This design comes from an exercise in tuning for small area and a short achievable clock period on the open sky130 flow, not from production work. Only simulation tests tie the RTL to the original design; equivalence was not proved. The clock input has no modelled driver; a real chip could not lean on it and would need a root buffer or a full tree.

## the baseline
==> flow/design.v (excerpt) <==
module axi_csr_fifo_top #(
    parameter ADDR_WIDTH = 12,
    parameter DATA_WIDTH = 32,
    parameter FIFO_DEPTH = 16
)(
    input  wire                         ACLK,
    input  wire                         ARESETn,
    input  wire [ADDR_WIDTH - 1:0]      S_AXI_AWADDR,
    input  wire                         S_AXI_AWVALID,
    output wire                         S_AXI_AWREADY,
    input  wire [DATA_WIDTH - 1:0]      S_AXI_WDATA,
    input  wire [(DATA_WIDTH/8) - 1:0]  S_AXI_WSTRB,
    input  wire                         S_AXI_WVALID,
    output wire                         S_AXI_WREADY,
    output wire [1:0]                   S_AXI_BRESP,
    output wire                         S_AXI_BVALID,
    input  wire                         S_AXI_BREADY,
    input  wire [ADDR_WIDTH - 1:0]      S_AXI_ARADDR,
    input  wire                         S_AXI_ARVALID,
    output wire                         S_AXI_ARREADY,
    output wire [DATA_WIDTH - 1:0]      S_AXI_RDATA,
    output wire [1:0]                   S_AXI_RRESP,
    output wire                         S_AXI_RVALID,
    input  wire                         S_AXI_RREADY,
    input  wire                         wr_en,
    input  wire                         rd_en,
    input  wire [DATA_WIDTH - 1:0]      data_in,
    output reg  [DATA_WIDTH - 1:0]      data_out
);
Size in the first run: about 24,000 um^2 of cells after synthesis.
==> module axi_csr_fifo_top, before the edit <==
module axi_csr_fifo_top #(
    parameter ADDR_WIDTH = 12,
    parameter DATA_WIDTH = 32,
    parameter FIFO_DEPTH = 16
)(
    input  wire                         ACLK,
    input  wire                         ARESETn,
    input  wire [ADDR_WIDTH - 1:0]      S_AXI_AWADDR,
    input  wire                         S_AXI_AWVALID,
    output wire                         S_AXI_AWREADY,
    input  wire [DATA_WIDTH - 1:0]      S_AXI_WDATA,
    input  wire [(DATA_WIDTH/8) - 1:0]  S_AXI_WSTRB,
    input  wire                         S_AXI_WVALID,
    output wire                         S_AXI_WREADY,
    output wire [1:0]                   S_AXI_BRESP,
    output wire                         S_AXI_BVALID,
    input  wire                         S_AXI_BREADY,
    input  wire [ADDR_WIDTH - 1:0]      S_AXI_ARADDR,
    input  wire                         S_AXI_ARVALID,
    output wire                         S_AXI_ARREADY,
    output wire [DATA_WIDTH - 1:0]      S_AXI_RDATA,
    output wire [1:0]                   S_AXI_RRESP,
    output wire                         S_AXI_RVALID,
    input  wire                         S_AXI_RREADY,
    input  wire                         wr_en,
    input  wire                         rd_en,
    input  wire [DATA_WIDTH - 1:0]      data_in,
    output reg  [DATA_WIDTH - 1:0]      data_out
);
    reg        wready;
    reg        aw_en;
    reg        bvalid;
    reg        bresp1;
    reg        aw_is0;       
    reg [31:0] control;
    wire accept  = !wready && S_AXI_AWVALID && S_AXI_WVALID && aw_en;
    wire wr_fire = wready && S_AXI_AWVALID && S_AXI_WVALID;
    wire bhs     = bvalid && S_AXI_BREADY;
    always @(posedge ACLK or negedge ARESETn) begin
        if (!ARESETn) begin
            wready <= 1'b0;
            aw_en  <= 1'b1;
            bvalid <= 1'b0;
        end else begin
            wready <= accept;
            if (accept)
                aw_en <= 1'b0;
            else if (bhs)
                aw_en <= 1'b1;
            if (wr_fire && !bvalid)
                bvalid <= 1'b1;
            else if (bhs)
                bvalid <= 1'b0;
        end
    end
    always @(posedge ACLK) begin
        if (accept)
            aw_is0 <= (S_AXI_AWADDR == 12'h000);
        if (wr_fire && !bvalid)
            bresp1 <= !aw_is0;
    end
    integer b;
    always @(posedge ACLK or negedge ARESETn) begin
        if (!ARESETn)
            control <= 32'h0;
        else if (wr_fire && aw_is0)
            for (b = 0; b < 4; b = b + 1)
                if (S_AXI_WSTRB[b])
                    control[b*8 +: 8] <= S_AXI_WDATA[b*8 +: 8];
    end
    assign S_AXI_AWREADY = wready;
    assign S_AXI_WREADY  = wready;
    assign S_AXI_BVALID  = bvalid;
    assign S_AXI_BRESP   = {bresp1, 1'b0};
    reg [31:0] mem [0:15];
    reg [15:0] wsel, rsel;
    reg [4:0]  level;
    reg        empty;
    reg        wok, rok;     
    wire       cs   = control[0];
    wire       full = level[4];
    wire       we   = wr_en && wok;
    wire       re   = rd_en && rok;
    wire cs_next    = (wr_fire && aw_is0 && S_AXI_WSTRB[0]) ? S_AXI_WDATA[0] : cs;
    wire full_next  = (we && !re) ? (level == 5'd15) : (re && !we) ? 1'b0 : full;
    wire empty_next = (we && !re) ? 1'b0 : (re && !we) ? (level == 5'd1) : empty;
    always @(posedge ACLK or negedge ARESETn) begin
        if (!ARESETn) begin
            wsel  <= 16'h0001;
            rsel  <= 16'h0001;
            level <= 5'd0;
            empty <= 1'b1;
            wok   <= 1'b0;
            rok   <= 1'b0;
        end else begin
            wok <= cs_next && !full_next;
            rok <= cs_next && !empty_next;
            if (we) wsel <= {wsel[14:0], wsel[15]};
            if (re) rsel <= {rsel[14:0], rsel[15]};
            if (we && !re) begin
                level <= level + 5'd1;
                empty <= 1'b0;
            end else if (re && !we) begin
                level <= level - 5'd1;
                empty <= (level == 5'd1);
            end
        end
    end
    integer k;
    always @(posedge ACLK)
        for (k = 0; k < 16; k = k + 1)
            if (we && wsel[k])
                mem[k] <= data_in;
    reg [31:0] rd_word;
    always @(*) begin
        rd_word = 32'h0;
        for (k = 0; k < 16; k = k + 1)
            rd_word = rd_word | ({32{rsel[k]}} & mem[k]);
    end
    always @(posedge ACLK or negedge ARESETn) begin
        if (!ARESETn)
            data_out <= 32'h0;
        else if (re)
            data_out <= rd_word;
    end
    reg        arready;
    reg        rvalid;
    reg        rresp1;
    reg        ar_is0, ar_is4, ar_is8;    
    reg [31:0] rdata;
    wire ar_take = !arready && S_AXI_ARVALID && !rvalid;
    wire rd_fire = arready && S_AXI_ARVALID && !rvalid;
    wire ar_lo   = (S_AXI_ARADDR[11:4] == 8'h00) && (S_AXI_ARADDR[1:0] == 2'b00);
    always @(posedge ACLK)
        if (ar_take) begin
            ar_is0 <= ar_lo && (S_AXI_ARADDR[3:2] == 2'd0);
            ar_is4 <= ar_lo && (S_AXI_ARADDR[3:2] == 2'd1);
            ar_is8 <= ar_lo && (S_AXI_ARADDR[3:2] == 2'd2);
        end
    wire [31:0] status_v = {16'd0, 3'd0, level, 6'd0, full, empty};
    wire [31:0] level_v  = {27'd0, level};
    wire [31:0] rd_val   = ({32{ar_is0}} & control) |
                           ({32{ar_is4}} & status_v) |
                           ({32{ar_is8}} & level_v);
    always @(posedge ACLK or negedge ARESETn) begin
        if (!ARESETn) begin
            arready <= 1'b0;
            rvalid  <= 1'b0;
        end else begin
            arready <= ar_take;
            if (rd_fire)
                rvalid <= 1'b1;
            else if (rvalid && S_AXI_RREADY)
                rvalid <= 1'b0;
        end
    end
    always @(posedge ACLK)
        if (rd_fire) begin
            rdata  <= rd_val;
            rresp1 <= !(ar_is0 || ar_is4 || ar_is8);
        end
    assign S_AXI_ARREADY = arready;
    assign S_AXI_RVALID  = rvalid;
    assign S_AXI_RDATA   = rdata;
    assign S_AXI_RRESP   = {rresp1, 1'b0};
endmodule
export LEC_CHECK = 0
export CAP_MARGIN = 20
export CORE_MARGIN = 2
export CORE_UTILIZATION = 42
export SETUP_SLACK_MARGIN = 3.05
export SLEW_MARGIN = 20
create_clock -name core_clock -period 5.0 [get_ports {ACLK}]
standard.sh (not shown) runs the stock make flow with config.mk's settings and CLKGATE_MAP_FILE= SYNTH_SCRIPT=/design/flow/synth_recipe.tcl, a recipe that flattens the netlist after the stock synthesis.
==> flow/flow/run.sh <==
#!/bin/bash
# The standard layout (standard.sh), with two changes:
#  - ports are buffered with buf_2 instead of the default pick;
#  - the clock tree is a balanced two-level tree built by flow/pre_cts.tcl:
#    the clock port feeds 4 root buffers (buf_12), which feed 28 leaf
#    buffers (clkbuf_16), each driving an equal-sized spatial cluster of
#    flip-flops. The standard clock_tree_synthesis call is skipped; the rest
#    of the CTS step (timing repair, legalisation) runs as usual.
# Each step's full log is in orfs/logs/; standard.sh's own output goes to
# standard.log.
set -euo pipefail
here=$(pwd)
export PRE_CTS_TCL=$here/flow/pre_cts.tcl
export BUFFER_PORTS_ARGS="-buffer_cell sky130_fd_sc_hd__buf_2"
bash standard.sh > standard.log 2>&1
Other scripts of this flow, unchanged in this note and not shown: flow/flow/clock_tree.tcl, flow/flow/pre_cts.tcl
### the baseline -> the candidate
--- a/flow/design.v
+++ b/flow/design.v
@@ -30,10 +30,9 @@
 );
     reg        wready;
     reg        aw_en;
     reg        bvalid;
-    reg        bresp1;
-    reg        aw_is0;       
+    reg        aw_bad;       
     reg [31:0] control;
     wire accept  = !wready && S_AXI_AWVALID && S_AXI_WVALID && aw_en;
     wire wr_fire = wready && S_AXI_AWVALID && S_AXI_WVALID;
     wire bhs     = bvalid && S_AXI_BREADY;
@@ -53,27 +52,24 @@
             else if (bhs)
                 bvalid <= 1'b0;
         end
     end
-    always @(posedge ACLK) begin
+    always @(posedge ACLK)
         if (accept)
-            aw_is0 <= (S_AXI_AWADDR == 12'h000);
-        if (wr_fire && !bvalid)
-            bresp1 <= !aw_is0;
-    end
+            aw_bad <= (S_AXI_AWADDR != 12'h000);
     integer b;
     always @(posedge ACLK or negedge ARESETn) begin
         if (!ARESETn)
             control <= 32'h0;
-        else if (wr_fire && aw_is0)
+        else if (wr_fire && !aw_bad)
             for (b = 0; b < 4; b = b + 1)
                 if (S_AXI_WSTRB[b])
                     control[b*8 +: 8] <= S_AXI_WDATA[b*8 +: 8];
     end
     assign S_AXI_AWREADY = wready;
     assign S_AXI_WREADY  = wready;
     assign S_AXI_BVALID  = bvalid;
-    assign S_AXI_BRESP   = {bresp1, 1'b0};
+    assign S_AXI_BRESP   = {aw_bad, 1'b0};
     reg [31:0] mem [0:15];
     reg [15:0] wsel, rsel;
     reg [4:0]  level;
     reg        empty;
@@ -81,9 +77,9 @@
     wire       cs   = control[0];
     wire       full = level[4];
     wire       we   = wr_en && wok;
     wire       re   = rd_en && rok;
-    wire cs_next    = (wr_fire && aw_is0 && S_AXI_WSTRB[0]) ? S_AXI_WDATA[0] : cs;
+    wire cs_next    = (wr_fire && !aw_bad && S_AXI_WSTRB[0]) ? S_AXI_WDATA[0] : cs;
     wire full_next  = (we && !re) ? (level == 5'd15) : (re && !we) ? 1'b0 : full;
     wire empty_next = (we && !re) ? 1'b0 : (re && !we) ? (level == 5'd1) : empty;
     always @(posedge ACLK or negedge ARESETn) begin
         if (!ARESETn) begin
@@ -125,20 +121,20 @@
             data_out <= rd_word;
     end
     reg        arready;
     reg        rvalid;
-    reg        rresp1;
-    reg        ar_is0, ar_is4, ar_is8;    
+    reg        ar_is0, ar_is4, ar_bad;    
     reg [31:0] rdata;
     wire ar_take = !arready && S_AXI_ARVALID && !rvalid;
     wire rd_fire = arready && S_AXI_ARVALID && !rvalid;
     wire ar_lo   = (S_AXI_ARADDR[11:4] == 8'h00) && (S_AXI_ARADDR[1:0] == 2'b00);
     always @(posedge ACLK)
         if (ar_take) begin
             ar_is0 <= ar_lo && (S_AXI_ARADDR[3:2] == 2'd0);
             ar_is4 <= ar_lo && (S_AXI_ARADDR[3:2] == 2'd1);
-            ar_is8 <= ar_lo && (S_AXI_ARADDR[3:2] == 2'd2);
+            ar_bad <= !(ar_lo && (S_AXI_ARADDR[3] == 1'b0 || S_AXI_ARADDR[2] == 1'b0));
         end
+    wire        ar_is8   = !ar_is0 && !ar_is4 && !ar_bad;
     wire [31:0] status_v = {16'd0, 3'd0, level, 6'd0, full, empty};
     wire [31:0] level_v  = {27'd0, level};
     wire [31:0] rd_val   = ({32{ar_is0}} & control) |
                            ({32{ar_is4}} & status_v) |
@@ -155,13 +151,11 @@
                 rvalid <= 1'b0;
         end
     end
     always @(posedge ACLK)
-        if (rd_fire) begin
-            rdata  <= rd_val;
-            rresp1 <= !(ar_is0 || ar_is4 || ar_is8);
-        end
+        if (rd_fire)
+            rdata <= rd_val;
     assign S_AXI_ARREADY = arready;
     assign S_AXI_RVALID  = rvalid;
     assign S_AXI_RDATA   = rdata;
-    assign S_AXI_RRESP   = {rresp1, 1'b0};
+    assign S_AXI_RRESP   = {ar_bad, 1'b0};
 endmodule
==> comparison <==
- Compared with the baseline, the candidate shows a lower met2 track demand over resource.
- | total wirelength of the detailed-routed design | the candidate vs the baseline | better |
- For the sequential share of the synthesized area, the candidate came in 0.57 points lower than the baseline did.
- The candidate: met2 routed wirelength lower than the baseline
- Count of flip-flops with a built-in enable after synthesis delta for the candidate relative to the baseline: 2 lower
- Higher measured slew at the worst slew-check pin goes to the baseline over the candidate.
No run of this note takes its clock network from TritonCTS; it comes from the design's own scripts or RTL.

[afterwards: timing with drivers on the ports]
In the flow no input, the clock included, has a driving cell. The finished layouts below were timed again as built, in two steps. Step 1 sets driving cells, clkbuf_16 on the clock port and buf_2 on the other inputs (assumed; they add their load-dependent delay and slew). Step 2 also shifts input and output timing later by t, the mid clock arrival at the registers, as if the neighbouring blocks saw the same clock. Slacks: no drivers / after step 1 / after step 2; pairs: no drivers / after step 1.
run	t (ns)	setup WS [ns]	latest minus earliest clock arrival (ns)
the baseline	0.472	2.959 / 2.925 / 2.560	0.016 / 0.016
the candidate	0.460	3.096 / 2.974 / 2.698	0.036 / 0.036
After both steps setup and hold are still met in every run listed. For the baseline, which loses most, drivers alone change the setup slack by -0.034 ns; drivers and shift together by -0.399 ns.
